Source: an optimization exercise on an open RTL-to-GDS flow (aim: small area, a short achievable clock period and few clock cycles per item). Production flows keep margins and buffers that such runs may drop.

// complex_multiplier
module complex_multiplier
#(
    parameter INTEGER_WIDTH = 3,
    parameter FRACTIONAL_WIDTH = 13
)
(
    input  wire                                          clk,
    input  wire                                          rst_n,
    input  wire                                          input_a_tvalid,
    output wire                                          input_a_tready,
    input  wire [2*(INTEGER_WIDTH+FRACTIONAL_WIDTH)-1:0] input_a_tdata,
    input  wire                                          input_b_tvalid,
    output wire                                          input_b_tready,
    input  wire [2*(INTEGER_WIDTH+FRACTIONAL_WIDTH)-1:0] input_b_tdata,
    output reg                                           output_prod_tvalid,
    input  wire                                          output_prod_tready,
    output wire [2*(INTEGER_WIDTH+FRACTIONAL_WIDTH)-1:0] output_prod_tdata
);
For scale: ~3500 cells after synthesis, about 280 flip-flops, about 100 I/O pins, about 0.036 mm² of cells after synthesis.
==> module complex_multiplier, before the edit <==
module complex_multiplier
#(
    parameter INTEGER_WIDTH = 3,
    parameter FRACTIONAL_WIDTH = 13
)
(
    input  wire                                          clk,
    input  wire                                          rst_n,
    input  wire                                          input_a_tvalid,
    output wire                                          input_a_tready,
    input  wire [2*(INTEGER_WIDTH+FRACTIONAL_WIDTH)-1:0] input_a_tdata,
    input  wire                                          input_b_tvalid,
    output wire                                          input_b_tready,
    input  wire [2*(INTEGER_WIDTH+FRACTIONAL_WIDTH)-1:0] input_b_tdata,
    output reg                                           output_prod_tvalid,
    input  wire                                          output_prod_tready,
    output wire [2*(INTEGER_WIDTH+FRACTIONAL_WIDTH)-1:0] output_prod_tdata
);
    reg         v0, v1, q1v;
    reg  [15:0] ar, ai;
    reg  [24:0] br, bi;     
    function [24:0] booth_enc;
        input [15:0] y;
        integer k;
        reg y2, y1, y0;
        begin
            for (k = 0; k < 8; k = k + 1) begin
                y2 = y[2*k+1];
                y1 = y[2*k];
                y0 = (k == 0) ? 1'b0 : y[2*k-1];
                booth_enc[k]      = y1 ^ y0;                                    
                booth_enc[8 + k]  = (y2 & ~y1 & ~y0) | (~y2 & y1 & y0);         
                booth_enc[16 + k] = y2 & ~(y1 & y0);                            
            end
            booth_enc[24] = y[15];
        end
    endfunction
    reg  [31:0] q0, q1;
    reg         wp, rp;
    wire take = output_prod_tready;                     
    wire en1  = ~v1 | ~q1v;                             
    wire en0  = ~v0 | en1;
    wire rdy  = ~(v0 & v1 & q1v);
    assign input_a_tready = rdy;
    assign input_b_tready = rdy;
    assign output_prod_tdata = rp ? q1 : q0;
    wire fire = input_a_tvalid & input_b_tvalid & rdy;
    wire mv1  = v1 & en1;                               
    always @(posedge clk) begin
        if (!rst_n) begin
            v0 <= 1'b0;
            v1 <= 1'b0;
            output_prod_tvalid <= 1'b0;
            q1v <= 1'b0;
            wp <= 1'b0;
            rp <= 1'b0;
        end else begin
            if (mv1) wp <= ~wp;
            if (output_prod_tvalid & take) rp <= ~rp;
            if (en0) v0 <= fire;
            if (en1) v1 <= v0;
            if (~output_prod_tvalid | take)
                output_prod_tvalid <= q1v | mv1;
            if (q1v) begin
                if (take) q1v <= mv1;
            end else begin
                q1v <= mv1 & output_prod_tvalid & ~take;
            end
        end
    end
    wire [14:0] m_a0, m_a1, m_a2, m_a3;
    wire [14:0] m_b0, m_b1, m_b2, m_b3;
    wire [3:0]  m_c, m_s;
    reg  [14:0] c_a0, c_a1, c_a2, c_a3;
    reg  [14:0] c_b0, c_b1, c_b2, c_b3;
    reg  [3:0]  c_c, c_s;
    cm_mul mul_rr1 (.x(ar), .one(br[7:0]), .two(br[15:8]), .neg(br[23:16]), .ys(br[24]), .a(m_a0), .b(m_b0), .cl(m_c[0]), .sgn(m_s[0]));
    cm_mul mul_rr2 (.x(ai), .one(bi[7:0]), .two(bi[15:8]), .neg(bi[23:16]), .ys(bi[24]), .a(m_a1), .b(m_b1), .cl(m_c[1]), .sgn(m_s[1]));
    cm_mul mul_ri1 (.x(ar), .one(bi[7:0]), .two(bi[15:8]), .neg(bi[23:16]), .ys(bi[24]), .a(m_a2), .b(m_b2), .cl(m_c[2]), .sgn(m_s[2]));
    cm_mul mul_ri2 (.x(ai), .one(br[7:0]), .two(br[15:8]), .neg(br[23:16]), .ys(br[24]), .a(m_a3), .b(m_b3), .cl(m_c[3]), .sgn(m_s[3]));
    wire [15:0] u0 = {c_a0, 1'b1} + {c_b0, c_c[0]};
    wire [14:0] h0 = u0[15:1];    
    wire [15:0] u1 = {c_a1, 1'b1} + {c_b1, c_c[1]};
    wire [14:0] h1 = u1[15:1];    
    wire [15:0] u2 = {c_a2, 1'b1} + {c_b2, c_c[2]};
    wire [14:0] h2 = u2[15:1];    
    wire [15:0] u3 = {c_a3, 1'b1} + {c_b3, c_c[3]};
    wire [14:0] h3 = u3[15:1];    
    wire [15:0] prod_real = {c_s[0], h0} - {c_s[1], h1};
    wire [15:0] prod_imag = {c_s[2], h2} + {c_s[3], h3};
    always @(posedge clk) begin
        if (en0) begin
            ar <= input_a_tdata[15:0];
            ai <= input_a_tdata[31:16];
            br <= booth_enc(input_b_tdata[15:0]);
            bi <= booth_enc(input_b_tdata[31:16]);
        end
        if (en1) begin
            c_a0 <= m_a0;
            c_a1 <= m_a1;
            c_a2 <= m_a2;
            c_a3 <= m_a3;
            c_b0 <= m_b0;
            c_b1 <= m_b1;
            c_b2 <= m_b2;
            c_b3 <= m_b3;
            c_c <= m_c;
            c_s <= m_s;
        end
        if (mv1 & ~wp)
            q0 <= {prod_imag, prod_real};
        if (mv1 & wp)
            q1 <= {prod_imag, prod_real};
    end
endmodule
==> flow/config.mk <==
export PLATFORM = sky130hd
export DESIGN_NAME = complex_multiplier
export DESIGN_NICKNAME = complex_multiplier
export VERILOG_FILES = /design/flow/design.v
export SDC_FILE = /design/flow/constraint.sdc
export NUM_CORES = 4
export LEC_CHECK = 0
export CAP_MARGIN = 20
export CORE_MARGIN = 2
export CORE_UTILIZATION = 40
export SLEW_MARGIN = 20
export SYNTH_HIERARCHICAL = 1
export SYNTH_MINIMUM_KEEP_SIZE = 0
==> flow/constraint.sdc <==
create_clock -name core_clock -period 10.0 [get_ports {clk}]
set_input_delay 2.0000 -clock core_clock [delete_from_list [all_inputs] [get_ports {clk}]]
set_output_delay 2.0000 -clock core_clock [all_outputs]
set_load 0.01 [all_outputs]
standard.sh (not shown) runs the stock make flow with config.mk's settings and CLKGATE_MAP_FILE= SYNTH_SCRIPT=/design/flow/synth_recipe.tcl, a recipe that flattens the netlist after the stock synthesis.
==> flow/flow/run.sh <==
#!/bin/bash
# The standard layout (standard.sh), with the port buffers made as sky130_fd_sc_hd__buf_2
# cells instead of buffer_ports' default, and timing repair aiming at 6.3 ns of setup slack.
set -euo pipefail
export BUFFER_PORTS_ARGS="-buffer_cell sky130_fd_sc_hd__buf_2"
export SETUP_SLACK_MARGIN=6.3
bash standard.sh > standard.log 2>&1
Change:
--- a/flow/design.v
+++ b/flow/design.v
@@ -935,33 +935,28 @@
                 booth_enc[16 + k] = y2 & ~(y1 & y0);                            
             end
             booth_enc[24] = y[15];
         end
     endfunction
     reg  [31:0] q0, q1;
-    reg         wp, rp;
     wire take = output_prod_tready;                     
     wire en1  = ~v1 | ~q1v;                             
     wire en0  = ~v0 | en1;
     wire rdy  = ~(v0 & v1 & q1v);
     assign input_a_tready = rdy;
     assign input_b_tready = rdy;
-    assign output_prod_tdata = rp ? q1 : q0;
+    assign output_prod_tdata = q0;
     wire fire = input_a_tvalid & input_b_tvalid & rdy;
     wire mv1  = v1 & en1;                               
     always @(posedge clk) begin
         if (!rst_n) begin
             v0 <= 1'b0;
             v1 <= 1'b0;
             output_prod_tvalid <= 1'b0;
             q1v <= 1'b0;
-            wp <= 1'b0;
-            rp <= 1'b0;
         end else begin
-            if (mv1) wp <= ~wp;
-            if (output_prod_tvalid & take) rp <= ~rp;
             if (en0) v0 <= fire;
             if (en1) v1 <= v0;
             if (~output_prod_tvalid | take)
                 output_prod_tvalid <= q1v | mv1;
             if (q1v) begin
                 if (take) q1v <= mv1;
@@ -1006,12 +1001,12 @@
             c_b1 <= m_b1;
             c_b2 <= m_b2;
             c_b3 <= m_b3;
             c_c <= m_c;
             c_s <= m_s;
         end
-        if (mv1 & ~wp)
-            q0 <= {prod_imag, prod_real};
-        if (mv1 & wp)
+        if (~output_prod_tvalid | take)
+            q0 <= q1v ? q1 : {prod_imag, prod_real};
+        if (~q1v | take)
             q1 <= {prod_imag, prod_real};
     end
 endmodule
Design area rises by 0.68%.
Core utilization falls by 0.17 points.
Setup slack degrades by 0.068 ns.
Wire length rises by 3.1%.
Synthesized area is about the same.
Clock skew rises by 0.0037 ns.
Count of clock-buffer cells in the layout rises by 2.
Function was not checked in any run of this note: the RTL went through the layout flow alone.

==> port drivers added, routing unchanged <==
The results above use ideal ports. As a check the final layouts listed here were re-extracted and re-timed, cells and wires unchanged.
Step 1 (the two cells are an assumption about what drives the block):
set clk [get_ports {clk}]
set_driving_cell -lib_cell sky130_fd_sc_hd__clkbuf_16 $clk
set_driving_cell -lib_cell sky130_fd_sc_hd__buf_2 [delete_from_list [all_inputs] $clk]
Step 2 times the ports against the registers' clock, not the clock port: input delays grow and output delays shrink by t, the midpoint of the rising clock arrivals with the driver on.
a / b / c = ideal / step 1 / step 2; a / b = the first two.
run | t (ns) | slack for setup (ns) | hold slack, ns
the first run | 0.623 | 6.324 / 6.262 / 6.389 | 0.562 / 0.562 / 0.562
the second run | 0.625 | 6.256 / 6.256 / 6.256 | 0.515 / 0.515 / 0.515
After both steps setup and hold are still met in every run listed.
